What follows belongs to an exercise in optimizing a design on an open flow for small area; a production flow would make more cautious choices.
At most, simulation tests tie the RTL to the original design; equivalence was not proved.
No functional check of the RTL was part of runs 2 to 6.
Power figures rest on the tool's default switching activity, not on a simulated workload.

===== design.v =====
module execute(EXE_NPC, EXE_CSRFD, EXE_ALU1, EXE_ALU2, EXE_IR,
               EXE_V, EXE_RFD, MEM_NPC, MEM_ALU_RESULT, MEM_IR,
               MEM_SR2, MEM_SR1, MEM_V, MEM_CSRFD, MEM_RFD, clk, V_MEM_STALL, MEM_ECALL, EXE_ECALL, RESET,
               V_AGEX_BR_STALL, EXE_IR_OLD, V_AGEX_TRAP_STALL);
input clk;
input EXE_V;
input V_MEM_STALL;
input RESET;
input EXE_ECALL;
input [31:0] EXE_IR;
input [63:0] EXE_NPC, EXE_CSRFD, EXE_ALU1, EXE_ALU2;
input [63:0] EXE_RFD;
output reg MEM_ECALL;
output reg [31:0] MEM_IR;
output [31:0] EXE_IR_OLD;
output reg [63:0] MEM_NPC, MEM_ALU_RESULT, MEM_SR2, MEM_SR1,
                  MEM_CSRFD, MEM_RFD;
output reg MEM_V;
output V_AGEX_BR_STALL;
output V_AGEX_TRAP_STALL;
wire [6:0] op = EXE_IR[6:0];
wire [2:0] f3 = EXE_IR[14:12];
wire b30 = EXE_IR[30];
assign V_AGEX_BR_STALL = (op == 7'b1100011) | (op == 7'b1101111) | (op == 7'b1100111);
assign V_AGEX_TRAP_STALL = (EXE_IR[27:0] == 28'h0000073);
assign EXE_IR_OLD = EXE_IR;
wire load = EXE_V & ~V_MEM_STALL & ~RESET;
wire isLUI  = (op == 7'b0110111);
wire isAUI  = (op == 7'b0010111);
wire isPC   = (op == 7'b0000011) | (op == 7'b0100011) | (op == 7'b1101111) | (op == 7'b1100111);
wire isOPI  = (op == 7'b0010011);
wire isOP   = (op == 7'b0110011);
wire isOPIW = (op == 7'b0011011);
wire isOPW  = (op == 7'b0111011);
wire rr = isOPI | isOP;
wire ww = isOPIW | isOPW;
wire f0 = (f3 == 3'd0);
wire f1 = (f3 == 3'd1);
wire f5 = (f3 == 3'd5);
wire selAdd64 = isLUI | isAUI | isPC | (rr & f0);
wire selAddW  = ww & f0;
wire selLt    = rr & (f3[2:1] == 2'b01);
wire selXorOr = rr & ((f3 == 3'd4) | (f3 == 3'd6));
wire selAndOr = rr & ((f3 == 3'd7) | (f3 == 3'd6));
wire selR64   = rr & f5;
wire selL64   = rr & f1;
wire selRW    = ww & f5 & ~(isOPW & b30);
wire selLW    = ww & (f1 | (isOPW & f5 & b30));
wire upd      = selAdd64 | selAddW | selLt | selXorOr | selAndOr |
                selR64 | selL64 | selRW | selLW;
wire sub    = ((isOP | isOPW) & f0 & b30) | selLt;
wire ltSign = ~f3[0];
wire left   = selL64 | selLW;
wire arith  = isOPIW & f5 & b30;
wire word   = ww;
reg [63:0] orp;
integer i, l;
always @* begin
    orp = EXE_NPC;
    for (l = 0; l < 6; l = l + 1)
        for (i = 2; i < 64; i = i + 1)
            if (((i - 2) >> l) & 1)
                orp[i] = orp[i] | orp[((((i - 2) >> l) << l) - 1) + 2];
end
wire [63:0] npcm4;
assign npcm4[1:0] = EXE_NPC[1:0];
assign npcm4[2] = ~EXE_NPC[2];
genvar k;
generate for (k = 3; k < 64; k = k + 1) begin : g_dec
    assign npcm4[k] = ~(EXE_NPC[k] ^ orp[k-1]);
end endgenerate
wire useA1 = ~isPC & ~isLUI;
wire [63:0] A = ({64{isPC}} & npcm4) | ({64{useA1}} & EXE_ALU1);
wire [63:0] B = EXE_ALU2;
wire [63:0] Bx = B ^ {64{sub}};
wire [63:0] p0 = A ^ Bx;
wire [63:0] g0 = A & Bx;
reg [63:0] G, P;
always @* begin
    G = g0;
    P = p0;
    G[0] = g0[0] | (p0[0] & sub);
    for (l = 0; l < 6; l = l + 1)
        for (i = 0; i < 64; i = i + 1)
            if ((i >> l) & 1) begin
                G[i] = G[i] | (P[i] & G[((i >> l) << l) - 1]);
                P[i] = P[i] & P[((i >> l) << l) - 1];
            end
end
wire [63:0] carry = {G[62:0], sub};
wire [63:0] sum = p0 ^ carry;
wire cout = G[63];
wire ltu = ~cout;
wire lt = ltSign ? ((A[63] ^ B[63]) ? A[63] : ltu) : ltu;
wire [5:0] sh = {EXE_ALU2[5] & ~word, EXE_ALU2[4:0]};
wire [63:0] x;
generate for (k = 0; k < 64; k = k + 1) begin : g_sx
    if (k < 32) begin : lo
        assign x[k] = left ? A[63-k] : A[k];
    end else begin : hi
        assign x[k] = left ? A[63-k] : (arith ? A[31] : A[k]);
    end
end endgenerate
wire [63:0] r1 = sh[0] ? {1'b0,  x[63:1]}  : x;
wire [63:0] r2 = sh[1] ? {2'b0,  r1[63:2]} : r1;
wire [63:0] r3 = sh[2] ? {4'b0,  r2[63:4]} : r2;
wire [63:0] r4 = sh[3] ? {8'b0,  r3[63:8]} : r3;
wire [63:0] r5 = sh[4] ? {16'b0, r4[63:16]} : r4;
wire [63:0] R  = sh[5] ? {32'b0, r5[63:32]} : r5;
wire [63:0] Rrev;
generate for (k = 0; k < 64; k = k + 1) begin : g_rv
    assign Rrev[k] = R[63-k];
end endgenerate
wire gAdd64 = load & selAdd64;
wire gAddW  = load & selAddW;
wire gAddLo = gAdd64 | gAddW;
wire gLt    = load & selLt;
wire gXO    = load & selXorOr;
wire gAO    = load & selAndOr;
wire gR64   = load & selR64;
wire gL64   = load & selL64;
wire gRlo   = gR64 | (load & selRW);
wire gLlo   = gL64 | (load & selLW);
wire [63:0] res;
assign res[31:0] = ({32{gAddLo}} & sum[31:0]) | ({32{gXO}} & p0[31:0]) |
                   ({32{gAO}} & g0[31:0]) | ({32{gRlo}} & R[31:0]) |
                   ({32{gLlo}} & Rrev[31:0]) | {31'd0, gLt & lt};
assign res[63:32] = ({32{gAdd64}} & sum[63:32]) | ({32{gAddW & sum[31]}}) |
                    ({32{gXO}} & p0[63:32]) | ({32{gAO}} & g0[63:32]) |
                    ({32{gR64}} & R[63:32]) | ({32{gL64}} & Rrev[63:32]);
wire hold = load & ~upd;
wire c1 = load & (EXE_IR[13:12] == 2'b01);
wire c2 = load & (EXE_IR[13:12] == 2'b10);
wire [63:0] csr = ({64{c1 | c2}} & EXE_RFD) | ({64{c2}} & EXE_ALU1);
always @(posedge clk) begin
    MEM_NPC   <= {64{load}} & EXE_NPC;
    MEM_ECALL <= load & EXE_ECALL;
    MEM_IR    <= {32{load}} & EXE_IR;
    MEM_SR1   <= {64{load}} & EXE_ALU1;
    MEM_SR2   <= {64{load}} & EXE_ALU2;
    MEM_CSRFD <= {64{load}} & EXE_CSRFD;
    MEM_RFD   <= csr;
    MEM_V     <= load;
    MEM_ALU_RESULT <= res | ({64{hold}} & MEM_ALU_RESULT);
end
endmodule

===== flow/abc_area.script =====
strash
&get -n
&st
&syn2
&dch
&nf -R 20 -p
&st
&syn2
&dch
&nf -R 20 -p
&st
&dch
&nf -R 20 -p
&put

===== config.mk =====
export PLATFORM = sky130hd
export DESIGN_NAME = execute
export DESIGN_NICKNAME = execute
export VERILOG_FILES = /design/flow/design.v
export SDC_FILE = /design/flow/constraint.sdc
export NUM_CORES = 4
export LEC_CHECK = 0
export ABC_AREA = 1
export CAP_MARGIN = 10
export CORE_AREA = 3 3 277 277
export CTS_BUF_LIST = sky130_fd_sc_hd__clkbuf_4 sky130_fd_sc_hd__clkbuf_8
export CTS_CLUSTER_DIAMETER = 70
export CTS_CLUSTER_SIZE = 9
export DIE_AREA = 0 0 280 280
export GPL_TIMING_DRIVEN = 0
export SETUP_SLACK_MARGIN = 0.12
export SLEW_MARGIN = 10
export BUFFER_PORTS_ARGS = -buffer_cell sky130_fd_sc_hd__buf_1
export REMOVE_ABC_BUFFERS = 1
export CTS_ARGS = -sink_clustering_enable -repair_clock_nets -dont_use_dummy_load -sink_clustering_size 9 -sink_clustering_max_diameter 70 -buf_list sky130_fd_sc_hd__clkbuf_8 -root_buf sky130_fd_sc_hd__clkbuf_8 -sink_clustering_buffer sky130_fd_sc_hd__clkbuf_4

===== constraint.sdc =====
create_clock -name core_clock -period 8.5 [get_ports {clk}]
set_input_delay 1.7000 -clock core_clock [delete_from_list [all_inputs] [get_ports {clk}]]
set_output_delay 1.7000 -clock core_clock [all_outputs]
set_load 0.01 [all_outputs]

===== standard.sh =====
#!/bin/bash
# synth_recipe.tcl (not shown) runs the flow's synth.tcl, then flattens the netlist and writes it again
# the make line also repeats each setting of config.mk as NAME=value (left out here)
make -C /OpenROAD-flow-scripts/flow DESIGN_CONFIG=/design/flow/config.mk WORK_HOME=/design/flow/orfs CLKGATE_MAP_FILE= SYNTH_SCRIPT=/design/flow/synth_recipe.tcl "${@:-finish}"

===== flow/run.sh =====
#!/bin/bash
# The standard layout with these changes:
#  - synthesis maps with an area-oriented ABC script (flow/abc_area.script);
#    everything else in ORFS's scripts folder is used unchanged (copied);
#  - buffers that ABC inserted are removed at floorplan (REMOVE_ABC_BUFFERS);
#  - port buffers use sky130_fd_sc_hd__buf_1 instead of clkdlybuf4s50_1;
set -euo pipefail
cd "$(dirname "${BASH_SOURCE[0]}")/.."
rm -rf scripts_local
cp -r "$FLOW_HOME/scripts" scripts_local
cp flow/abc_area.script scripts_local/abc_area.script
cat >> config.mk <<'EOC'
export BUFFER_PORTS_ARGS = -buffer_cell sky130_fd_sc_hd__buf_1
export REMOVE_ABC_BUFFERS = 1
export CTS_ARGS = -sink_clustering_enable -repair_clock_nets -dont_use_dummy_load -sink_clustering_size 9 -sink_clustering_max_diameter 70 -buf_list sky130_fd_sc_hd__clkbuf_8 -root_buf sky130_fd_sc_hd__clkbuf_8 -sink_clustering_buffer sky130_fd_sc_hd__clkbuf_4
EOC
bash standard.sh SCRIPTS_DIR="$PWD/scripts_local" finish > standard_make.log 2>&1

==> flow_metrics.py, run 1 <==
metrics = {
    "logic_synthesis": {
        "synthArstFlopShare_pct": 0,
        "yosys.area.top_type": "dfxtp_1",
        "ys.flop_type": "dfxtp_1",
        "synth-edff-count": 0,
        "ys_seq_area_share_pct": 39.1,
        "synthDistinctLibCells": 61,
        "syn_area_um2": 21400,
        "yosysWarnings": 1,
        "synth_top_area_share_pct": 39.1,
        "yosys-top-cells-area": "dfxtp_1 39%, and2_0 8.5%, o21ai_0 5.8%",
        "synthCells": 2535,
        "avgSynthCellArea_um2": 8.45,
        "ys_ff_latch": 418,
    },
    "finish": {
        "nNetsFinal": 3866,
        "layout_commonest_cell": "buf_1",
        "area_delta_synth_final_pct": 26.6,
        "fin_cells": 4406,
        "drive_above_1_share_pct": 5.51,
        "fin_area_um2": 27100,
        "final_cell_mix": "799 x buf_1, 418 x dfxtp_1, 288 x and2_0",
        "post-route-util_pct": 36.8,
    },
    "route": {
        "drc_errors": 0,
        "vias_per_cell": 5.40,
        "vias": 23800,
        "finalWirelength_mm": 116,
        "first_pass_iters": 8,
        "drt.antenna.violating_nets": 0,
        "post_drt_wl_per_cell_um": 26.4,
        "drt_iter0_markers": 2767,
    },
    "grt": {
        "grt_usage_pct": 27.8,
        "grt_pass1_vias": 21800,
        "grt_pass1_wl_mm": 158,
        "grt_max_degree": 120,
        "overflow": 0,
        "antenna_found_initial": 28,
    },
    "place": {
        "place_congestion": 1.00,
        "dpl_cell_area_um2": 26200,
        "numPortBuffers": 808,
        "dp.cells": 4315,
        "place_hpwl_mm": 93.8,
    },
    "critical_path": {
        "path_class": "input port to flip-flop",
        "cp_slowest_stage_delay_ps": 550,
        "cpMaxStageDelayCell": "or4b_4",
        "startpoint": "EXE_NPC[2]",
        "cp.buffers_inverters": 6,
        "crit_required_ps": 9020,
        "worstPathArrival_ps": 8810,
        "cp_common_cell": "buf_4",
        "start_kind": "input port",
        "crit_fanout": 4,
        "crit_path_end_kind": "flip-flop",
        "regToRegSetupSlack_ps": 7170,
        "crit_family": "simple AND/OR/NAND/NOR gates",
        "r2r-start": "MEM_ALU_RESULT[52]$_DFF_P_",
    },
    "floorplan": {
        "ioPinCount": 809,
        "initial_utilization_pct": 29.1,
        "fp-row-count": 99,
        "fp.dieW_um": 280,
        "core_um2": 73700,
        "fp.dieH_um": 280,
        "die_area_um2": 78400,
    },
    "sta": {
        "finalCritPeriodShare_pct": 97.5,
        "finalClockSkew_ps": 0,
        "setup_violations": 0,
        "slew_viol_final": 0,
        "period_needed_ps": 8280,
        "rsz0062_at_grt": "false",
        "relSlewSlack_pct": 12.6,
        "final-hold-violation-count": 0,
        "tightest_slew_ps": 1310,
        "fmax_mhz": 121,
    },
    "cts": {
        "cts_max_path_buffers": 3,
        "clk_pin_slew_ps": 120,
        "clock_latency_ps": 610,
        "cts_root_buf": "clkbuf_8",
        "htreeDepth": 2,
        "cts-buffers-inserted": 58,
        "cts_tree": "done",
        "cts_sinks": 418,
    },
    "worst_hold_path": {
        "hp-start": "MEM_ALU_RESULT[28]$_DFF_P_",
        "worstHoldPathType": "flip-flop to flip-flop",
    },
    "pwr": {
        "power_per_cell_area_nw_per_um2": 149,
        "ir_worst_vdd_mv": 0.102,
        "power.total_w": 0.00404,
        "leakage_nw": 10.1,
    },
    "job": {
        "max_cap_viol_count": 0,
    },
    "run_status": {
        "outcome": "no timing/DRC/antenna violations",
    },
}
## worst min-delay path, stage by stage, from the launching register on
cell and delay, ps:
dfxtp_1 340, a21oi_1 70, nand3_1 60
## Yosys cell counts (5+ instances only)
cell type / n
xor2_1: 22
o22ai_1: 11
xnor2_1: 88
or3_1: 14
mux2i_1: 62
clkinv_1: 54
o211ai_1: 10
nor3_1: 51
a222oi_1: 30
nand2_1: 266
dfxtp_1: 418
a21oi_1: 230
o221ai_1: 11
a211oi_1: 13
nand4_1: 14
o21ai_0: 247
mux2_1: 15
ha_1: 70
nor2_1: 220
o31ai_1: 13
a31oi_1: 5
a221oi_1: 10
a21boi_0: 5
and2_0: 290
a22o_1: 84
buf_4: 32
nand3_1: 35
or2_0: 7
o21a_1: 31
a221o_1: 8
nand2b_1: 8
fa_1: 5
a21o_1: 19
nor3b_1: 5
a22oi_1: 20
a2111oi_0: 5
nor2b_1: 26
nor4_1: 17
o311ai_0: 9
## kinds of logic after synthesis
family / Yosys count / share of synthesized area [%]
flops: 418 / 39.1
buf+inv: 86 / 2.07
compound gates: 792 / 23.5
mux: 77 / 3.69
xor+xnor: 110 / 4.50
simple gates: 977 / 22.7
fa+ha+maj: 75 / 4.56
## what timing repair did
item / CTS / global route
pin swaps: 7 / 11
endpoints found under the setup margin: 64 / 40
hold buffers: 0 / 0
resized for setup: 35 / 32
buffers inserted: 11 / 6
## registers in the layout (all words and copies together), names as in the netlist
signal and cells:
MEM_ALU_RESULT 64, MEM_CSRFD 64, MEM_NPC 64, MEM_RFD 64, MEM_SR1 64, MEM_SR2 64
MEM_IR 32, MEM_ECALL 1, MEM_V 1
## metrics by stage
stage / TNS [ps] / hold slack, ps / setup slack, ps
after floorplan: -85900 / 516 / -2010
after global placement: -1741280 / 465 / -9800
after detailed placement: -133980 / 469 / -2650
after CTS: 0 / 497 / 161
after global routing: 0 / 560 / 82.2
final: 0 / 494 / 216
## area by class of cell
| cell class | instances | area, um^2 |
|---|---|---|
| fillers | 7826 | 46600 |
| repair buffers | 871 | 3880 |
| inverters | 54 | 208 |
| diodes | 15 | 37.5 |
| multi-input cells | 2031 | 13000 |
| well taps | 959 | 1200 |
| clock buffers | 58 | 467 |
| flip-flops and latches | 418 | 8370 |
## worst paths after layout
check,endpoint,depth (start not counted)
setup / recovery,MEM_ALU_RESULT[0]$_DFF_P_,34
hold / removal,MEM_ALU_RESULT[28]$_DFF_P_,2
setup reg to reg,MEM_ALU_RESULT[52]$_DFF_P_,3
hold reg to reg,MEM_ALU_RESULT[28]$_DFF_P_,2
## power breakdown
part | switching [W] | internal, W
combinational | 0.000665 | 0.000306
clock | 0.000706 | 0.000340
sequential | 0.0000143 | 0.00201
total | 0.00139 | 0.00265
## per-layer routing
metal | track usage (%) | routed length (um) | up-vias
met5 | 0 | 60 | -
met4 | 9.83 | 4360 | 10
met3 | 8.06 | 13500 | 201
met2 | 42.0 | 49800 | 1444
met1 | 37.6 | 48600 | 11200
li1 | - | - | 11000
==> inputs of run 2 (changes only) <==
--- a/design.v
+++ b/design.v
@@ -57,10 +57,12 @@
 integer i, l;
 always @* begin
     orp = EXE_NPC;
-    for (l = 0; l < 6; l = l + 1)
-        for (i = 2; i < 64; i = i + 1)
-            if (((i - 2) >> l) & 1)
-                orp[i] = orp[i] | orp[((((i - 2) >> l) << l) - 1) + 2];
+    for (l = 1; l <= 6; l = l + 1)
+        for (i = 2 + (1 << l) - 1; i < 64; i = i + (1 << l))
+            orp[i] = orp[i] | orp[i - (1 << (l - 1))];
+    for (l = 5; l >= 1; l = l - 1)
+        for (i = 2 + 3 * (1 << (l - 1)) - 1; i < 64; i = i + (1 << l))
+            orp[i] = orp[i] | orp[i - (1 << (l - 1))];
 end
 wire [63:0] npcm4;
 assign npcm4[1:0] = EXE_NPC[1:0];
@@ -80,12 +82,16 @@
     G = g0;
     P = p0;
     G[0] = g0[0] | (p0[0] & sub);
-    for (l = 0; l < 6; l = l + 1)
-        for (i = 0; i < 64; i = i + 1)
-            if ((i >> l) & 1) begin
-                G[i] = G[i] | (P[i] & G[((i >> l) << l) - 1]);
-                P[i] = P[i] & P[((i >> l) << l) - 1];
-            end
+    for (l = 1; l <= 6; l = l + 1)
+        for (i = (1 << l) - 1; i < 64; i = i + (1 << l)) begin
+            G[i] = G[i] | (P[i] & G[i - (1 << (l - 1))]);
+            P[i] = P[i] & P[i - (1 << (l - 1))];
+        end
+    for (l = 5; l >= 1; l = l - 1)
+        for (i = 3 * (1 << (l - 1)) - 1; i < 64; i = i + (1 << l)) begin
+            G[i] = G[i] | (P[i] & G[i - (1 << (l - 1))]);
+            P[i] = P[i] & P[i - (1 << (l - 1))];
+        end
 end
 wire [63:0] carry = {G[62:0], sub};
 wire [63:0] sum = p0 ^ carry;
@@ -128,7 +134,7 @@
 assign res[63:32] = ({32{gAdd64}} & sum[63:32]) | ({32{gAddW & sum[31]}}) |
                     ({32{gXO}} & p0[63:32]) | ({32{gAO}} & g0[63:32]) |
                     ({32{gR64}} & R[63:32]) | ({32{gL64}} & Rrev[63:32]);
-wire hold = load & ~upd;
+wire weAlu = ~load | upd;
 wire c1 = load & (EXE_IR[13:12] == 2'b01);
 wire c2 = load & (EXE_IR[13:12] == 2'b10);
 wire [63:0] csr = ({64{c1 | c2}} & EXE_RFD) | ({64{c2}} & EXE_ALU1);
@@ -141,6 +147,7 @@
     MEM_CSRFD <= {64{load}} & EXE_CSRFD;
     MEM_RFD   <= csr;
     MEM_V     <= load;
-    MEM_ALU_RESULT <= res | ({64{hold}} & MEM_ALU_RESULT);
+    if (weAlu)
+        MEM_ALU_RESULT <= res;
 end
 endmodule
==> flow/run.sh (replaced) <==
#!/bin/bash
# The standard layout with three changes:
#  - synthesis maps with an area-oriented ABC script (flow/abc_area.script);
#    everything else in ORFS's scripts folder is used unchanged (copied);
#  - buffers that ABC inserted are removed at floorplan (REMOVE_ABC_BUFFERS);
#  - port buffers use sky130_fd_sc_hd__buf_1 instead of clkdlybuf4s50_1.
set -euo pipefail
cd "$(dirname "${BASH_SOURCE[0]}")/.."
rm -rf scripts_local
cp -r "$FLOW_HOME/scripts" scripts_local
cp flow/abc_area.script scripts_local/abc_area.script
cat >> config.mk <<'EOC'
export BUFFER_PORTS_ARGS = -buffer_cell sky130_fd_sc_hd__buf_1
export REMOVE_ABC_BUFFERS = 1
EOC
bash standard.sh SCRIPTS_DIR="$PWD/scripts_local" finish > standard_make.log 2>&1
==> flow/abc_area.script (replaced) <==
strash
&get -n
&st
&syn2
&dch
&nf -R 1000 -p
&st
&syn2
&dch
&nf -R 1000 -p
&st
&syn2
&dch
&nf -R 1000 -p
&st
&dch
&nf -R 1000 -p
&put
==> config.mk (replaced) <==
export PLATFORM = sky130hd
export DESIGN_NAME = execute
export DESIGN_NICKNAME = execute
export VERILOG_FILES = /design/flow/design.v
export SDC_FILE = /design/flow/constraint.sdc
export NUM_CORES = 4
export LEC_CHECK = 0
export ABC_AREA = 1
export CAP_MARGIN = 20
export CORE_AREA = 3 3 277 277
export CTS_BUF_LIST = sky130_fd_sc_hd__clkbuf_8
export CTS_CLUSTER_DIAMETER = 60
export CTS_CLUSTER_SIZE = 16
export DIE_AREA = 0 0 280 280
export GPL_TIMING_DRIVEN = 0
export SLEW_MARGIN = 20
export BUFFER_PORTS_ARGS = -buffer_cell sky130_fd_sc_hd__buf_1
export REMOVE_ABC_BUFFERS = 1
==> run 2 against run 1 <==
  * Fmax decreased by 37%
  * Global-route usage down 3.1 points
  * Synthesized cell count is 4.4% lower
  * Final area is 7.3% higher
  * Combinational power is 4% higher
  * Non-clock buffer count up 30
  * Worst setup slack worse by 4900 ps
  * Now fails the layout checks on setup timing
  * Count of clock-buffer cells in the layout down 10
  * Routed wire length decreased by 12%
  * Synthesized area rose by 2.1%
  * Critical path depth rose by 16
==> flow_metrics.py, run 2 <==
metrics = {
    "critical_path": {
        "path_class": "input port to flip-flop",
        "cp_slowest_stage_delay_ps": 380,
        "cp_common_cell": "or3_4",
        "crit_path_end_kind": "flip-flop",
        "cpMaxStageDelayCell": "or3_4",
        "crit_fanout": 3,
        "crit_required_ps": 8870,
        "worstPathArrival_ps": 13590,
        "start_kind": "input port",
        "cp.buffers_inverters": 6,
        "crit_family": "simple AND/OR/NAND/NOR gates",
    },
    "run_status": {
        "so.violations": "setup timing",
        "outcome": "complete, but fails checks",
    },
    "sta": {
        "tns_ps": -293820,
        "final-hold-violation-count": 0,
        "layout_setup_ws_ps": -4720,
        "fmax_mhz": 75.6,
        "rsz0062_at_grt": "true",
        "period_needed_ps": 13220,
        "setup_violations": 64,
        "finalCritPeriodShare_pct": 156,
        "tightest_slew_ps": 1070,
        "slew_viol_final": 0,
        "relSlewSlack_pct": 27.6,
    },
    "finish": {
        "area_delta_synth_final_pct": 33.1,
        "nNetsFinal": 3822,
        "multiInputGateArea_um2": 13100,
        "drive_above_1_share_pct": 9.91,
        "final_cell_mix": "802 x buf_1, 354 x dfxtp_1, 255 x and2_0",
        "post-route-util_pct": 39.5,
        "fin_area_um2": 29100,
        "layout_commonest_cell": "buf_1",
        "fillers": 7588,
        "fin_cells": 4336,
        "seq_area_um2": 9010,
    },
    "cts": {
        "cts_root_buf": "clkbuf_8",
        "cts_tree": "done",
        "htreeDepth": 2,
        "cts-buffers-inserted": 45,
        "clk_pin_slew_ps": 100,
        "cts_sinks": 418,
        "cts_max_path_buffers": 3,
    },
    "grt": {
        "grt_usage_pct": 24.6,
        "grt_max_degree": 107,
        "overflow": 0,
        "grt_pass1_vias": 21400,
        "antenna_found_initial": 12,
        "grt_pass1_wl_mm": 143,
    },
    "route": {
        "finalWirelength_mm": 102,
        "drt_iter0_markers": 1523,
        "vias": 22000,
        "drt.antenna.violating_nets": 0,
        "met1Wirelength_mm": 40.6,
        "drc_errors": 0,
        "dr_wl_met3_mm": 6.98,
        "first_pass_iters": 6,
        "vias_per_cell": 5.07,
        "post_drt_wl_per_cell_um": 23.5,
        "route.met2.wl_mm": 50.4,
        "highest_layer": "met5",
    },
    "logic_synthesis": {
        "avgSynthCellArea_um2": 9.02,
        "synthCells": 2423,
        "yosysMostFrequentCell": "dfxtp_1",
        "ys.flop_type": "dfxtp_1",
        "ys_seq_area_share_pct": 41.2,
        "ys_ff_latch": 418,
        "synth-edff-count": 64,
        "synth_top_area_share_pct": 32.4,
        "synthDistinctLibCells": 56,
        "synthArstFlopShare_pct": 0,
        "netlist_top_cells_count": "354 x dfxtp_1, 257 x and2_0, 246 x nor2_1",
        "yosysWarnings": 1,
        "syn_area_um2": 21900,
        "yosys.area.top_type": "dfxtp_1",
        "yosys-top-cells-area": "dfxtp_1 32%, edfxtp_1 8.8%, and2_0 7.4%",
    },
    "place": {
        "place_hpwl_mm": 82.3,
        "dp.cells": 4202,
        "dpl_cell_area_um2": 26800,
        "numPortBuffers": 808,
        "place_congestion": 0.938,
    },
    "floorplan": {
        "ioPinCount": 809,
        "initial_utilization_pct": 29.7,
        "fp.dieW_um": 280,
        "fp-row-count": 99,
        "die_area_um2": 78400,
        "fp.dieH_um": 280,
        "core_um2": 73700,
    },
    "pwr": {
        "leakage_nw": 11.2,
        "ir_worst_vdd_mv": 0.123,
        "power_per_cell_area_nw_per_um2": 157,
    },
    "job": {
        "max_cap_viol_count": 0,
    },
    "worst_hold_path": {
        "worstHoldPathType": "input port to flip-flop",
    },
}
run 2: cell count changes after synthesis, sizes merged, moves of 26 or more:
cell	delta
a222oi	-29
edfxtp	+64
clkinv	+85
nor3	-27
and2	-33
o21ai	-30
fa	+26
nor2	+26
mux2i	+27
nand2	-90
dfxtp	-64
run 2: final cells by class:
| type | count | area share, % |
|---|---|---|
| Clock inverter | 30 | 1.13 |
| Multi-Input combinational cell | 1834 | 44.9 |
| Tap cell | 959 | 4.12 |
| Antenna cell | 7 | 0.0602 |
| Sequential cell | 418 | 31.0 |
| Clock buffer | 48 | 2.27 |
| Timing Repair Buffer | 901 | 14.8 |
| Inverter | 139 | 1.83 |
run 2: cell families after synthesis:
logic type,Yosys count,synth area share [%]
fa+ha+maj,126,8.27
simple gates,796,17.8
compound gates,708,20.3
mux,107,5.00
buf+inv,171,3.48
flops,418,41.2
xor+xnor,97,3.89
run 2: final timing paths:
kind	cells past startpoint	endpoint	from	slack, ps
worst max-delay path	50	MEM_ALU_RESULT[62]$_DFFE_PP_	EXE_NPC[2]	-4720
worst min-delay path	2	MEM_CSRFD[33]$_DFF_P_	EXE_CSRFD[33]	1200
run 2: metrics by stage:
step | power (W) | worst slack [ps] | hold slack (ps)
after floorplan | 0.00261 | -4370 | 1820
after global placement | 0.00301 | -16090 | 1890
after detailed placement | 0.00303 | -8740 | 1890
after CTS | 0.00459 | -4810 | 1150
after global routing | 0.00479 | -5020 | 1170
final | 0.00458 | -4720 | 1200
run 2: timing repair:
action	CTS	global route
setup endpoints to repair	64	64
pin swaps	38	32
buffers inserted	35	14
gates resized for setup	170	71
hold buffers	0	0
run 2: layer usage:
layer  vias to the layer above  track usage (%)
li1                      10500                -
met1                     10500             29.7
met2                       876             43.6
met3                       161             4.83
met4                         6             8.70
met5                         -                0
run 2: report_power, final:
group / internal [W] / switching [W]
Combinational: 0.000358 / 0.000650
Sequential: 0.00206 / 0.0000158
Clock: 0.000614 / 0.000877
==> inputs of run 3 (changes only) <==
--- a/config.mk
+++ b/config.mk
@@ -8,9 +8,9 @@
 export ABC_AREA = 1
 export CAP_MARGIN = 20
 export CORE_AREA = 3 3 277 277
-export CTS_BUF_LIST = sky130_fd_sc_hd__clkbuf_8
+export CTS_BUF_LIST = sky130_fd_sc_hd__clkbuf_4 sky130_fd_sc_hd__clkbuf_8
 export CTS_CLUSTER_DIAMETER = 60
-export CTS_CLUSTER_SIZE = 16
+export CTS_CLUSTER_SIZE = 12
 export DIE_AREA = 0 0 280 280
 export GPL_TIMING_DRIVEN = 0
 export SLEW_MARGIN = 20
==> run 3 against run 2 <==
  * The layout still fails its checks (setup timing)
  * Worst setup slack got worse by 31 ps
  * Fmax fell by 0.23%
  * Non-clock buffer count rose by 14
  * Count of clock-buffer cells in the layout rose by 13
  * Cell count rose by 0.32%
  * Highest routed layer unchanged
==> flow_metrics.py, run 3 <==
metrics = {
    "run_status": {
        "outcome": "complete, but fails checks",
        "so.violations": "setup timing",
    },
    "worst_hold_path": {
        "hold_path_end": "MEM_CSRFD[33]$_DFF_P_",
        "hp-start": "EXE_CSRFD[33]",
        "worstHoldPathType": "input port to flip-flop",
        "hold_depth": 2,
    },
    "critical_path": {
        "path_class": "input port to flip-flop",
        "crit_fanout": 3,
        "cp_slowest_stage_delay_ps": 380,
        "crit_path_end_kind": "flip-flop",
        "crit_required_ps": 8830,
        "cpMaxStageDelayCell": "or3_4",
        "cp_common_cell": "or3_4",
        "start_kind": "input port",
        "worstPathArrival_ps": 13590,
    },
    "sta": {
        "tightest_slew_ps": 1070,
        "relSlewSlack_pct": 27.4,
        "whs_ps": 1190,
        "fmax_mhz": 75.4,
        "final-hold-violation-count": 0,
        "period_needed_ps": 13260,
        "slew_viol_final": 0,
        "layout_setup_ws_ps": -4760,
        "finalCritPeriodShare_pct": 156,
        "rsz0062_at_grt": "true",
        "setup_violations": 64,
    },
    "grt": {
        "overflow": 0,
        "antenna_found_initial": 12,
        "grt_max_degree": 107,
        "grt_pass1_wl_mm": 144,
        "grt_pass1_vias": 21600,
        "grt_usage_pct": 24.8,
    },
    "logic_synthesis": {
        "yosysMostFrequentCell": "dfxtp_1",
        "yosysWarnings": 1,
        "ys.flop_type": "dfxtp_1",
        "synthCells": 2423,
        "avgSynthCellArea_um2": 9.02,
        "synth-edff-count": 64,
        "ys_ff_latch": 418,
        "synth_top_area_share_pct": 32.4,
        "yosys-top-cells-area": "dfxtp_1 32%, edfxtp_1 8.8%, and2_0 7.4%",
        "ys_seq_area_share_pct": 41.2,
        "syn_area_um2": 21900,
        "synthArstFlopShare_pct": 0,
        "synthDistinctLibCells": 56,
        "yosys.area.top_type": "dfxtp_1",
        "netlist_top_cells_count": "354 x dfxtp_1, 257 x and2_0, 246 x nor2_1",
    },
    "floorplan": {
        "initial_utilization_pct": 29.7,
        "fp.dieW_um": 280,
        "core_um2": 73700,
        "fp-row-count": 99,
        "die_area_um2": 78400,
        "ioPinCount": 809,
        "fp.dieH_um": 280,
    },
    "finish": {
        "area_delta_synth_final_pct": 34.9,
        "post-route-util_pct": 40.0,
        "fillers": 7539,
        "drive_above_1_share_pct": 11.2,
        "final_cell_mix": "802 x buf_1, 354 x dfxtp_1, 255 x and2_0",
        "seq_area_um2": 9010,
        "nNetsFinal": 3841,
        "multiInputGateArea_um2": 13300,
        "layout_commonest_cell": "buf_1",
    },
    "cts": {
        "cts_sinks": 418,
        "cts_root_buf": "clkbuf_8",
        "htreeDepth": 2,
        "clk_pin_slew_ps": 80,
        "holdBufCountCts": 0,
        "cts_tree": "done",
        "cts_max_path_buffers": 3,
        "cts-buffers-inserted": 50,
    },
    "place": {
        "place_congestion": 0.938,
        "numPortBuffers": 808,
        "place_hpwl_mm": 82.3,
    },
    "route": {
        "vias": 22200,
        "vias_per_cell": 5.11,
        "drt_iter0_markers": 1618,
        "drc_errors": 0,
        "first_pass_iters": 6,
        "drt.antenna.violating_nets": 0,
        "finalWirelength_mm": 102,
        "post_drt_wl_per_cell_um": 23.5,
    },
    "pwr": {
        "power.total_w": 0.00467,
        "leakage_nw": 11.3,
        "power_per_cell_area_nw_per_um2": 158,
        "ir_worst_vdd_mv": 0.117,
    },
    "job": {
        "max_cap_viol_count": 0,
    },
}
==> run 3: cell counts after synthesis <==
No cell type changed its count.
==> run 3: final cells by class <==
| type | count | area share [%] |
|---|---|---|
| Clock inverter | 20 | 0.814 |
| Tap cell | 959 | 4.07 |
| Clock buffer | 61 | 2.70 |
| Sequential cell | 418 | 30.5 |
| Inverter | 139 | 1.83 |
| Antenna cell | 4 | 0.0339 |
| Multi-Input combinational cell | 1834 | 45.0 |
| Timing Repair Buffer | 915 | 15.1 |
==> run 3: layer usage <==
metal  track usage (%)  up-vias  share of wire [%]
li1                  -    10500                  -
met1              29.9    10600                 40
met2              43.5      989                 49
met3              5.14      180                7.1
met4              9.02        6                3.8
met5                 0        -              0.037
==> run 3: power by group <==
part | leakage (nW) | internal, W | total [W] | switching, W
logic | 7.19 | 0.000377 | 0.00104 | 0.000666
clock network | 0.528 | 0.000727 | 0.00155 | 0.000823
registers | 3.63 | 0.00206 | 0.00208 | 0.0000159
==> run 3: worst max-delay path: cells and delay by family <==
family / cells / cell delay [ps]
compound gates: 7 / 1350
xor+xnor: 1 / 80
fa+ha+maj: 2 / 350
buf+inv: 6 / 750
mux: 1 / 120
simple gates: 31 / 9160
==> run 3: repair_timing <==
item,CTS,global route
setup buffers,47,17
pin swaps,59,47
endpoints found under the hold margin,0,0
gates resized for setup,232,61
setup endpoints to repair,64,64
==> run 3: per-stage QoR <==
stage          cell area [um^2]  setup TNS, ps  std cells  worst slack (ps)
6_report                  29500        -296660       4350             -4760
5_1_grt                   29500        -314080       4348             -5020
4_1_cts                   29100        -302640       4330             -4850
3_5_place_dp              26800        -521090       4202             -8740
3_3_place_gp              25900       -2451910       4158            -16090
2_1_floorplan             21600        -258860       2391             -4370
==> run 3: kinds of logic (layout without fill, tap and decap cells) <==
family                   after synthesis  in the layout  synth area share (%)
XOR/XNOR                              97             97                  3.89
flip-flops                           418            418                  41.2
AO/OA/AOI/OAI                        708            708                  20.3
multiplexers                         107            107                  5.00
adder cells (fa/ha/maj)              126            126                  8.27
AND/OR/NAND/NOR                      796            796                  17.8
buffers and inverters                171           1135                  3.48
other                                  0              4                     0
==> run 3: how the worst max path moves through the flow <==
stage               startpoint                           end  slack [ps]  cells after the start
floorplan           EXE_NPC[2]  MEM_ALU_RESULT[47]$_DFFE_PP_       -4370                     43
global placement     EXE_IR[5]  MEM_ALU_RESULT[36]$_DFFE_PP_      -16090                     27
detailed placement  EXE_NPC[2]  MEM_ALU_RESULT[63]$_DFFE_PP_       -8740                     46
CTS                 EXE_NPC[2]  MEM_ALU_RESULT[40]$_DFFE_PP_       -4850                     49
global route        EXE_NPC[3]  MEM_ALU_RESULT[40]$_DFFE_PP_       -5020                     49
finish              EXE_NPC[2]  MEM_ALU_RESULT[61]$_DFFE_PP_       -4760                     48
==> inputs of run 4 (changes only) <==
==> run.sh (new file) <==
#!/bin/bash
# synth_recipe.tcl (not shown) runs the flow's synth.tcl, then flattens the netlist and writes it again
# the make line also repeats each setting of config.mk as NAME=value (left out here)
make -C /OpenROAD-flow-scripts/flow DESIGN_CONFIG=/design/flow/config.mk WORK_HOME=/design/flow/orfs CLKGATE_MAP_FILE= SYNTH_SCRIPT=/design/flow/synth_recipe.tcl finish
==> config.mk (replaced) <==
export PLATFORM = sky130hd
export DESIGN_NAME = execute
export DESIGN_NICKNAME = execute
export VERILOG_FILES = /design/flow/design.v
export SDC_FILE = /design/flow/constraint.sdc
export NUM_CORES = 4
export LEC_CHECK = 0
export ABC_AREA = 1
export CAP_MARGIN = 20
export CORE_MARGIN = 2
export CORE_UTILIZATION = 60
export CTS_BUF_LIST = sky130_fd_sc_hd__clkbuf_4
export SLEW_MARGIN = 20
removed: flow/run.sh
removed: flow/abc_area.script
removed: standard.sh
==> run 4 against run 3 <==
  * The run now fails in I/O pin placement
  * Synthesized cell count increased by 46%
  * Synthesized area up 14%
==> flow_metrics.py, run 4 <==
metrics = {
    "logic_synthesis": {
        "ys_seq_area_share_pct": 36.0,
        "avgSynthCellArea_um2": 7.10,
        "yosys-top-cells-area": "dfxtp_1 28%, nand3_1 13%, nand2_1 8.7%",
        "synthDistinctLibCells": 55,
        "netlist_top_cells_count": "666 x nand3_1, 582 x nand2_1, 479 x inv_1",
        "syn_area_um2": 25000,
        "synth-edff-count": 64,
        "synthCells": 3528,
        "ys.flop_type": "dfxtp_1",
        "yosys.area.top_type": "dfxtp_1",
        "yosysWarnings": 1,
        "yosysMostFrequentCell": "nand3_1",
        "synthArstFlopShare_pct": 0,
        "synth_top_area_share_pct": 28.3,
        "ys_ff_latch": 418,
    },
    "run_status": {
        "outcome": "did not finish",
        "first-error": "[ERROR PPL-0024] Number of IO pins (809) exceeds maximum number of available positions (748). Increase the die perimeter from 833.00um to 1100.24um.",
        "lastStage": "I/O pin placement",
    },
    "floorplan": {
        "initial_utilization_pct": 61.0,
        "fp.dieW_um": 208,
        "fp.dieH_um": 208,
        "fp-row-count": 74,
    },
}
run 4: cell count changes after synthesis, moves of 89 or more:
cell      change
and2_0      -257
nand3_1     +646
a21oi_1     -155
inv_1       +479
nand2_1     +406
nor2_1      +182
clkbuf_1    +113
o21ai_0     -111
mux2i_1      -89
clkinv_1    -134
run 4: cell families after synthesis:
family,after synthesis,synth area share [%]
AO/OA/AOI/OAI,325,8.48
XOR/XNOR,118,4.13
adder cells (fa/ha/maj),126,7.23
buffers and inverters,723,11.8
flip-flops,418,36.0
AND/OR/NAND/NOR,1818,32.4
==> inputs of run 5 (changes only) <==
--- a/config.mk
+++ b/config.mk
@@ -7,7 +7,7 @@
 export LEC_CHECK = 0
 export ABC_AREA = 1
 export CAP_MARGIN = 20
-export CORE_MARGIN = 2
-export CORE_UTILIZATION = 60
+export CORE_AREA = 3 3 277 277
 export CTS_BUF_LIST = sky130_fd_sc_hd__clkbuf_4
+export DIE_AREA = 0 0 280 280
 export SLEW_MARGIN = 20
==> run 5 against run 4 <==
  * The layout now fails its checks (slew limit)
  * Synthesized cell count unchanged
  * Synthesized area unchanged
==> flow_metrics.py, run 5 <==
metrics = {
    "logic_synthesis": {
        "synthArstFlopShare_pct": 0,
        "yosys-top-cells-area": "dfxtp_1 28%, nand3_1 13%, nand2_1 8.7%",
        "yosysMostFrequentCell": "nand3_1",
        "netlist_top_cells_count": "666 x nand3_1, 582 x nand2_1, 479 x inv_1",
        "synthCells": 3528,
        "ys_ff_latch": 418,
        "ys.flop_type": "dfxtp_1",
        "synth-edff-count": 64,
        "ys_seq_area_share_pct": 36.0,
        "avgSynthCellArea_um2": 7.10,
        "syn_area_um2": 25000,
        "yosys.area.top_type": "dfxtp_1",
        "yosysWarnings": 1,
        "synthDistinctLibCells": 55,
        "synth_top_area_share_pct": 28.3,
    },
    "critical_path": {
        "cp_common_cell": "nand2_1",
        "cpMaxStageDelayCell": "o22ai_1",
        "crit_required_ps": 9160,
        "path_class": "input port to flip-flop",
        "crit_path_end_kind": "flip-flop",
        "worstPathArrival_ps": 7750,
        "start_kind": "input port",
        "cp_slowest_stage_delay_ps": 580,
        "crit_fanout": 4,
    },
    "pwr": {
        "p_int_w": 0.00352,
        "swShare_pct": 33.3,
        "power_per_cell_area_nw_per_um2": 150,
        "clkPwrFrac_pct": 36.5,
        "ir_worst_vdd_mv": 0.103,
        "leakage_nw": 16.5,
        "p_switching_w": 0.00175,
        "seqPwrFrac_pct": 39.6,
        "pwr-share-comb_pct": 23.9,
    },
    "place": {
        "dpl_cell_area_um2": 33700,
        "place_hpwl_mm": 125,
        "place_congestion": 1.05,
        "numPortBuffers": 808,
    },
    "route": {
        "drt.antenna.violating_nets": 0,
        "vias": 28500,
        "drt_iter0_markers": 3416,
        "first_pass_iters": 6,
        "finalWirelength_mm": 154,
        "post_drt_wl_per_cell_um": 28.8,
        "vias_per_cell": 5.33,
        "drc_errors": 0,
    },
    "grt": {
        "grt_usage_pct": 38.1,
        "grt_pass1_wl_mm": 212,
        "antenna_found_initial": 23,
        "grt_pass1_vias": 27900,
        "grt_max_degree": 208,
        "overflow": 0,
    },
    "cts": {
        "htreeDepth": 3,
        "cts_resized": 0,
        "holdBufCountCts": 0,
        "clk_pin_slew_ps": 70,
        "cts_root_buf": "clkbuf_4",
        "cts_max_path_buffers": 3,
        "cts_setup_buffers": 0,
        "cts_sinks": 418,
        "cts-buffers-inserted": 118,
        "cts_tree": "done",
    },
    "run_status": {
        "outcome": "complete, but fails checks",
        "so.violations": "slew limit",
    },
    "floorplan": {
        "initial_utilization_pct": 34.0,
        "fp-row-count": 99,
        "ioPinCount": 809,
        "core_um2": 73700,
        "die_area_um2": 78400,
        "fp.dieW_um": 280,
        "fp.dieH_um": 280,
    },
    "sta": {
        "period_needed_ps": 7090,
        "whs_ps": 1230,
        "rsz0062_at_grt": "false",
        "setup_violations": 0,
        "relSlewSlack_pct": -1.56,
        "finalCritPeriodShare_pct": 83.4,
        "final-hold-violation-count": 0,
        "fmax_mhz": 141,
        "tns_ps": 0,
        "slew_viol_final": 42,
        "tightest_slew_ps": 1520,
    },
    "finish": {
        "final_cell_mix": "804 x clkdlybuf4s50_1, 665 x nand3_1, 581 x nand2_1",
        "layout_commonest_cell": "clkdlybuf4s50_1",
        "area_delta_synth_final_pct": 40.8,
        "fin_area_um2": 35200,
        "nNetsFinal": 4762,
        "fillers": 7600,
        "drive_above_1_share_pct": 7.63,
    },
    "worst_hold_path": {
        "hold_depth": 3,
        "hold_path_end": "MEM_CSRFD[48]$_DFF_P_",
        "hp-start": "EXE_CSRFD[48]",
        "worstHoldPathType": "input port to flip-flop",
    },
    "job": {
        "max_cap_viol_count": 0,
    },
}
-- run 5: cell counts after synthesis --
Identical to the previous run, type by type.
-- run 5: worst max-delay path, delay by kind of cell --
kind | cells | cell delay, ps
AND/OR/NAND/NOR | 17 | 2420
AO/OA/AOI/OAI | 6 | 1700
adder cells (fa/ha/maj) | 4 | 1250
buffers and inverters | 3 | 610
XOR/XNOR | 1 | 60
-- run 5: cell families (layout without fill, tap and decap cells) --
| kind of cell | count (synthesis) | count (layout) | synth area share (%) |
|---|---|---|---|
| buffers and inverters | 723 | 1572 | 11.8 |
| flip-flops | 418 | 418 | 36.0 |
| AO/OA/AOI/OAI | 325 | 325 | 8.48 |
| AND/OR/NAND/NOR | 1818 | 1818 | 32.4 |
| other | 0 | 16 | 0 |
| XOR/XNOR | 118 | 118 | 4.13 |
| adder cells (fa/ha/maj) | 126 | 126 | 7.23 |
-- run 5: worst max-delay path by stage --
stage	from	endpoint	slack, ps	cells after the start
2_1_floorplan	EXE_IR[2]	MEM_ALU_RESULT[63]$_DFFE_PP_	2050	31
3_3_place_gp	EXE_NPC[2]	MEM_ALU_RESULT[58]$_DFFE_PP_	660	34
3_5_place_dp	EXE_NPC[2]	MEM_ALU_RESULT[58]$_DFFE_PP_	610	34
4_1_cts	EXE_NPC[2]	MEM_ALU_RESULT[58]$_DFFE_PP_	1570	34
5_1_grt	EXE_NPC[2]	MEM_ALU_RESULT[63]$_DFFE_PP_	1010	37
6_report	EXE_NPC[2]	MEM_ALU_RESULT[58]$_DFFE_PP_	1410	31
-- run 5: metrics by stage --
step | setup WS, ps | power (W) | cells | util [%]
floorplan | 2050 | 0.00273 | 3528 | -
global placement | 662 | 0.00336 | 5118 | 45.7
detailed placement | 612 | 0.00336 | 5118 | 45.7
CTS | 1570 | 0.00529 | 5336 | 47.8
global route | 1010 | 0.00551 | 5342 | 47.8
finish | 1410 | 0.00527 | 5352 | 47.8
-- run 5: area by class of cell --
cell class                 instances  area [um^2]  area share, %
multi-input combinational       2387        13100           37.2
sequential                       418         9010           25.6
inverter                         496         1870           5.31
antenna                           16         40.0          0.114
timing repair buffer             858         8470           24.0
tap                              959         1200           3.40
clock buffer                     168         1260           3.58
clock inverter                    50          268          0.760
-- run 5: power by group through the flow --
stage	sequential [W]	clock (W)	combinational, W
after floorplan	0.00216	0	0.000578
after global placement	0.00213	0	0.00123
after detailed placement	0.00213	0	0.00123
after CTS	0.00209	0.00197	0.00123
after global routing	0.00209	0.00208	0.00134
final	0.00209	0.00192	0.00126
-- run 5: metal layers --
metal / part of all wire [%] / global-route usage [%]
met5: 0.033 / 0
met4: 8.7 / 27.8
met3: 10 / 11.0
met2: 45 / 61.5
met1: 36 / 43.1
==> inputs of run 6 (changes only) <==
--- a/design.v
+++ b/design.v
@@ -57,12 +57,10 @@
 integer i, l;
 always @* begin
     orp = EXE_NPC;
-    for (l = 1; l <= 6; l = l + 1)
-        for (i = 2 + (1 << l) - 1; i < 64; i = i + (1 << l))
-            orp[i] = orp[i] | orp[i - (1 << (l - 1))];
-    for (l = 5; l >= 1; l = l - 1)
-        for (i = 2 + 3 * (1 << (l - 1)) - 1; i < 64; i = i + (1 << l))
-            orp[i] = orp[i] | orp[i - (1 << (l - 1))];
+    for (l = 0; l < 6; l = l + 1)
+        for (i = 2; i < 64; i = i + 1)
+            if (((i - 2) >> l) & 1)
+                orp[i] = orp[i] | orp[((((i - 2) >> l) << l) - 1) + 2];
 end
 wire [63:0] npcm4;
 assign npcm4[1:0] = EXE_NPC[1:0];
@@ -82,16 +80,12 @@
     G = g0;
     P = p0;
     G[0] = g0[0] | (p0[0] & sub);
-    for (l = 1; l <= 6; l = l + 1)
-        for (i = (1 << l) - 1; i < 64; i = i + (1 << l)) begin
-            G[i] = G[i] | (P[i] & G[i - (1 << (l - 1))]);
-            P[i] = P[i] & P[i - (1 << (l - 1))];
-        end
-    for (l = 5; l >= 1; l = l - 1)
-        for (i = 3 * (1 << (l - 1)) - 1; i < 64; i = i + (1 << l)) begin
-            G[i] = G[i] | (P[i] & G[i - (1 << (l - 1))]);
-            P[i] = P[i] & P[i - (1 << (l - 1))];
-        end
+    for (l = 0; l < 6; l = l + 1)
+        for (i = 0; i < 64; i = i + 1)
+            if ((i >> l) & 1) begin
+                G[i] = G[i] | (P[i] & G[((i >> l) << l) - 1]);
+                P[i] = P[i] & P[((i >> l) << l) - 1];
+            end
 end
 wire [63:0] carry = {G[62:0], sub};
 wire [63:0] sum = p0 ^ carry;
@@ -107,12 +101,24 @@
         assign x[k] = left ? A[63-k] : (arith ? A[31] : A[k]);
     end
 end endgenerate
-wire [63:0] r1 = sh[0] ? {1'b0,  x[63:1]}  : x;
-wire [63:0] r2 = sh[1] ? {2'b0,  r1[63:2]} : r1;
-wire [63:0] r3 = sh[2] ? {4'b0,  r2[63:4]} : r2;
-wire [63:0] r4 = sh[3] ? {8'b0,  r3[63:8]} : r3;
-wire [63:0] r5 = sh[4] ? {16'b0, r4[63:16]} : r4;
-wire [63:0] R  = sh[5] ? {32'b0, r5[63:32]} : r5;
+wire [3:0] d0 = 4'b0001 << sh[1:0];
+wire [3:0] d1 = 4'b0001 << sh[3:2];
+wire [3:0] d2 = 4'b0001 << sh[5:4];
+wire [66:0] xe = {3'b0, x};
+wire [63:0] q1;
+generate for (k = 0; k < 64; k = k + 1) begin : g_q1
+    assign q1[k] = (d0[0] & xe[k]) | (d0[1] & xe[k+1]) | (d0[2] & xe[k+2]) | (d0[3] & xe[k+3]);
+end endgenerate
+wire [111:0] q1e = {48'b0, q1};
+wire [63:0] q2;
+generate for (k = 0; k < 64; k = k + 1) begin : g_q2
+    assign q2[k] = (d1[0] & q1e[k]) | (d1[1] & q1e[k+4]) | (d1[2] & q1e[k+8]) | (d1[3] & q1e[k+12]);
+end endgenerate
+wire [111:0] q2e = {48'b0, q2};
+wire [63:0] R;
+generate for (k = 0; k < 64; k = k + 1) begin : g_q3
+    assign R[k] = (d2[0] & q2e[k]) | (d2[1] & q2e[k+16]) | (d2[2] & q2e[k+32]) | (d2[3] & q2e[k+48]);
+end endgenerate
 wire [63:0] Rrev;
 generate for (k = 0; k < 64; k = k + 1) begin : g_rv
     assign Rrev[k] = R[63-k];
@@ -134,7 +140,7 @@
 assign res[63:32] = ({32{gAdd64}} & sum[63:32]) | ({32{gAddW & sum[31]}}) |
                     ({32{gXO}} & p0[63:32]) | ({32{gAO}} & g0[63:32]) |
                     ({32{gR64}} & R[63:32]) | ({32{gL64}} & Rrev[63:32]);
-wire weAlu = ~load | upd;
+wire hold = load & ~upd;
 wire c1 = load & (EXE_IR[13:12] == 2'b01);
 wire c2 = load & (EXE_IR[13:12] == 2'b10);
 wire [63:0] csr = ({64{c1 | c2}} & EXE_RFD) | ({64{c2}} & EXE_ALU1);
@@ -147,7 +153,6 @@
     MEM_CSRFD <= {64{load}} & EXE_CSRFD;
     MEM_RFD   <= csr;
     MEM_V     <= load;
-    if (weAlu)
-        MEM_ALU_RESULT <= res;
+    MEM_ALU_RESULT <= res | ({64{hold}} & MEM_ALU_RESULT);
 end
 endmodule
==> flow/run.sh (new file) <==
#!/bin/bash
# The standard layout with these changes:
#  - synthesis maps with an area-oriented ABC script (flow/abc_area.script);
#    everything else in ORFS's scripts folder is used unchanged (copied);
#  - buffers that ABC inserted are removed at floorplan (REMOVE_ABC_BUFFERS);
#  - port buffers use sky130_fd_sc_hd__buf_1 instead of clkdlybuf4s50_1;
set -euo pipefail
cd "$(dirname "${BASH_SOURCE[0]}")/.."
rm -rf scripts_local
cp -r "$FLOW_HOME/scripts" scripts_local
cp flow/abc_area.script scripts_local/abc_area.script
cat >> config.mk <<'EOC'
export BUFFER_PORTS_ARGS = -buffer_cell sky130_fd_sc_hd__buf_1
export REMOVE_ABC_BUFFERS = 1
export CTS_ARGS = -sink_clustering_enable -repair_clock_nets -dont_use_dummy_load -sink_clustering_size 16 -sink_clustering_max_diameter 100 -buf_list sky130_fd_sc_hd__clkbuf_8
EOC
bash standard.sh SCRIPTS_DIR="$PWD/scripts_local" finish > standard_make.log 2>&1
==> flow/abc_area.script (new file) <==
strash
&get -n
&st
&syn2
&dch
&nf -R 20 -p
&st
&syn2
&dch
&nf -R 20 -p
&st
&dch
&nf -R 20 -p
&put
==> standard.sh (new file) <==
#!/bin/bash
# synth_recipe.tcl (not shown) runs the flow's synth.tcl, then flattens the netlist and writes it again
# the make line also repeats each setting of config.mk as NAME=value (left out here)
make -C /OpenROAD-flow-scripts/flow DESIGN_CONFIG=/design/flow/config.mk WORK_HOME=/design/flow/orfs CLKGATE_MAP_FILE= SYNTH_SCRIPT=/design/flow/synth_recipe.tcl "${@:-finish}"
--- a/config.mk
+++ b/config.mk
@@ -6,8 +6,15 @@
 export NUM_CORES = 4
 export LEC_CHECK = 0
 export ABC_AREA = 1
-export CAP_MARGIN = 20
+export CAP_MARGIN = 10
 export CORE_AREA = 3 3 277 277
-export CTS_BUF_LIST = sky130_fd_sc_hd__clkbuf_4
+export CTS_BUF_LIST = sky130_fd_sc_hd__clkbuf_8
+export CTS_CLUSTER_DIAMETER = 100
+export CTS_CLUSTER_SIZE = 16
 export DIE_AREA = 0 0 280 280
-export SLEW_MARGIN = 20
+export GPL_TIMING_DRIVEN = 0
+export SETUP_SLACK_MARGIN = 0.12
+export SLEW_MARGIN = 10
+export BUFFER_PORTS_ARGS = -buffer_cell sky130_fd_sc_hd__buf_1
+export REMOVE_ABC_BUFFERS = 1
+export CTS_ARGS = -sink_clustering_enable -repair_clock_nets -dont_use_dummy_load -sink_clustering_size 16 -sink_clustering_max_diameter 100 -buf_list sky130_fd_sc_hd__clkbuf_8
removed: run.sh
==> run 6 against run 5 <==
  * Now clean on timing, DRC and antenna
  * Worst setup slack worse by 1100 ps
  * Final area is 22% lower
  * Clock power down 45%
  * Count of clock-buffer cells in the layout down 133
  * Sequential power is 3% lower
  * First-iteration DRC count down 38%
  * Non-clock buffer count up 23
  * Global-route usage is 11 points lower
  * Sequential share of layout area rose by 5.1 points
  * Cell count decreased by 18%
==> flow_metrics.py, run 6 <==
metrics = {
    "finish": {
        "drive_above_1_share_pct": 6.51,
        "multiInputGateArea_um2": 13100,
        "fin_area_um2": 27300,
        "seq_area_um2": 8370,
        "post-route-util_pct": 37.1,
        "fin_cells": 4366,
        "layout_commonest_cell": "buf_1",
        "area_delta_synth_final_pct": 28.9,
        "nNetsFinal": 3831,
        "fillers": 7878,
        "final_cell_mix": "796 x buf_1, 418 x dfxtp_1, 294 x and2_0",
    },
    "logic_synthesis": {
        "synth-edff-count": 0,
        "avgSynthCellArea_um2": 8.44,
        "ys_ff_latch": 418,
        "synthCells": 2511,
        "synthDistinctLibCells": 62,
        "ys.flop_type": "dfxtp_1",
        "yosysWarnings": 1,
        "yosysMostFrequentCell": "dfxtp_1",
        "netlist_top_cells_count": "418 x dfxtp_1, 297 x and2_0, 252 x o21ai_0",
        "synth_top_area_share_pct": 39.5,
        "yosys-top-cells-area": "dfxtp_1 39%, and2_0 8.8%, o21ai_0 5.9%",
        "ys_seq_area_share_pct": 39.5,
        "synthArstFlopShare_pct": 0,
        "syn_area_um2": 21200,
        "yosys.area.top_type": "dfxtp_1",
    },
    "place": {
        "numPortBuffers": 808,
        "place_congestion": 1.03,
        "place_hpwl_mm": 92.4,
        "dpl_cell_area_um2": 26000,
        "dp.cells": 4288,
    },
    "route": {
        "drt_iter0_markers": 2135,
        "first_pass_iters": 5,
        "vias_per_cell": 5.33,
        "post_drt_wl_per_cell_um": 26.4,
        "drt.antenna.violating_nets": 0,
        "vias": 23300,
        "finalWirelength_mm": 115,
        "drc_errors": 0,
    },
    "floorplan": {
        "initial_utilization_pct": 28.8,
        "fp.dieH_um": 280,
        "ioPinCount": 809,
        "fp-row-count": 99,
        "fp.dieW_um": 280,
        "die_area_um2": 78400,
        "core_um2": 73700,
    },
    "cts": {
        "cts-buffers-inserted": 35,
        "cts_tree": "done",
        "cts_max_path_buffers": 3,
        "cts_sinks": 418,
        "clock_latency_ps": 550,
        "clk_pin_slew_ps": 110,
        "cts_root_buf": "clkbuf_8",
        "htreeDepth": 2,
    },
    "job": {
        "max_cap_viol_count": 0,
    },
    "sta": {
        "whs_ps": 507,
        "rsz0062_at_grt": "true",
        "relSlewSlack_pct": 6.92,
        "setup_violations": 0,
        "fmax_mhz": 122,
        "slew_viol_final": 0,
        "final-hold-violation-count": 0,
        "finalClockSkew_ps": 0,
        "finalCritPeriodShare_pct": 96.8,
        "period_needed_ps": 8230,
        "tightest_slew_ps": 1380,
    },
    "grt": {
        "antenna_found_initial": 17,
        "overflow": 0,
        "grt_pass1_wl_mm": 158,
        "grt_usage_pct": 27.6,
        "grt_max_degree": 133,
        "grt_pass1_vias": 22000,
    },
    "critical_path": {
        "crit_required_ps": 8960,
        "path_class": "input port to flip-flop",
        "startpoint": "EXE_NPC[2]",
        "start_kind": "input port",
        "worstPathArrival_ps": 8690,
        "crit_path_end_kind": "flip-flop",
        "cpMaxStageDelayCell": "o21ai_0",
        "crit_fanout": 5,
        "cp_slowest_stage_delay_ps": 1060,
        "r2r-start": "MEM_ALU_RESULT[3]$_DFF_P_",
    },
    "worst_hold_path": {
        "worstHoldPathType": "flip-flop to flip-flop",
        "hp-start": "MEM_ALU_RESULT[4]$_DFF_P_",
    },
    "run_status": {
        "outcome": "no timing/DRC/antenna violations",
    },
    "pwr": {
        "leakage_nw": 10.3,
        "ir_worst_vdd_mv": 0.0989,
        "power_per_cell_area_nw_per_um2": 148,
    },
}
run 6: cell count changes after synthesis, moves of 113 or more:
cell / change
and2_0: +297
nand3_1: -634
a21oi_1: +188
nor2_1: -197
o21ai_0: +146
nand2_1: -354
inv_1: -479
clkbuf_1: -113
run 6: final timing paths:
| path | to | slack (ps) | cells past startpoint |
|---|---|---|---|
| worst min register to register | MEM_ALU_RESULT[4]$_DFF_P_ | 510 | 2 |
| worst max register to register | MEM_ALU_RESULT[3]$_DFF_P_ | 7350 | 4 |
| worst max-delay path | MEM_ALU_RESULT[63]$_DFF_P_ | 270 | 32 |
| worst min-delay path | MEM_ALU_RESULT[4]$_DFF_P_ | 510 | 2 |
run 6: power breakdown:
group | switching (W) | internal (W)
combinational | 0.000661 | 0.000311
sequential | 0.0000139 | 0.00201
clock | 0.000689 | 0.000372
run 6: repair_timing:
| item | 4_1_cts | 5_1_grt |
|---|---|---|
| resized for setup | 67 | 78 |
| endpoints found under the setup margin | 64 | 58 |
| hold buffers | 0 | 0 |
| buffers inserted | 19 | 12 |
| endpoints found under the hold margin | 0 | 0 |
| cloned | 0 | 1 |
| pin swaps | 12 | 25 |
run 6: through the flow:
step	setup TNS [ps]	power, W	setup WS [ps]
CTS	0	0.00404	121
global route	0	0.00422	72.8
floorplan	-160100	0.00252	-4050
detailed placement	-152830	0.00296	-3360
global placement	-1634930	0.00296	-8530
finish	0	0.00405	271
run 6: layout make-up:
cell class / count / area share [%]
multi-input combinational: 2007 / 47.8
sequential: 418 / 30.6
timing repair buffer: 881 / 14.5
tap: 959 / 4.39
clock buffer: 35 / 1.76
inverter: 55 / 0.778
antenna: 11 / 0.101
run 6: layer usage:
metal / vias up / wire (um) / track usage (%)
met5: - / 54 / 0
met4: 8 / 4870 / 10.9
met3: 186 / 9260 / 6.23
met2: 1082 / 51600 / 43.1
met1: 11200 / 49600 / 36.8
li1: 10800 / - / -
run 6: critical path, delay by kind of cell:
family / cells / cell delay [ps]
adder cells (fa/ha/maj): 2 / 640
AO/OA/AOI/OAI: 14 / 3620
XOR/XNOR: 2 / 210
buffers and inverters: 4 / 520
AND/OR/NAND/NOR: 10 / 1980
run 6: logic make-up (layout without fill, tap and decap cells):
| kind of cell | after synthesis | count (layout) | synth area share [%] |
|---|---|---|---|
| and+or+nand+nor | 931 | 932 | 21.8 |
| AOI/OAI and AO/OA | 824 | 824 | 24.2 |
| DFF | 418 | 418 | 39.5 |
| xor gates and xnor gates | 101 | 101 | 4.17 |
| buffers and inverters | 87 | 971 | 2.11 |
| adders and majority gates | 76 | 76 | 4.70 |
| muxes | 74 | 74 | 3.56 |
| other | 0 | 11 | 0 |

## re-timing with driven ports
Ports are ideal in the flow. The routed layouts listed here were re-timed in OpenROAD.
Step 1 sets driving cells, clkbuf_16 on the clock port and buf_2 on the other inputs (assumed; they add their load-dependent delay and slew).
Step 2 also shifts input and output timing later by t, the mid clock arrival at the registers, as if the neighbouring blocks saw the same clock.
a / b / c = ideal ports / drivers / drivers and shift; a / b = the first two.
run	t, ns	setup slack, ns	clock arrival spread, ns	worst data-port slew with drivers (ns)
run 1	0.695	0.216 / 0.240 / -0.455	0.102 / 0.103	0.25
run 2	0.720	-4.725 / -4.708 / -5.428	0.044 / 0.044	0.19
run 3	0.725	-4.755 / -4.742 / -5.467	0.058 / 0.058	0.20
run 5	1.006	1.408 / 1.425 / 0.419	0.111 / 0.111	0.19
run 6	0.655	0.271 / 0.299 / -0.356	0.076 / 0.076	0.23
With both steps, setup timing fails in run 1 and run 6, where it was met with ideal ports. For run 5, which loses most, drivers alone change the setup slack by +0.017 ns; drivers and shift together by -0.989 ns.
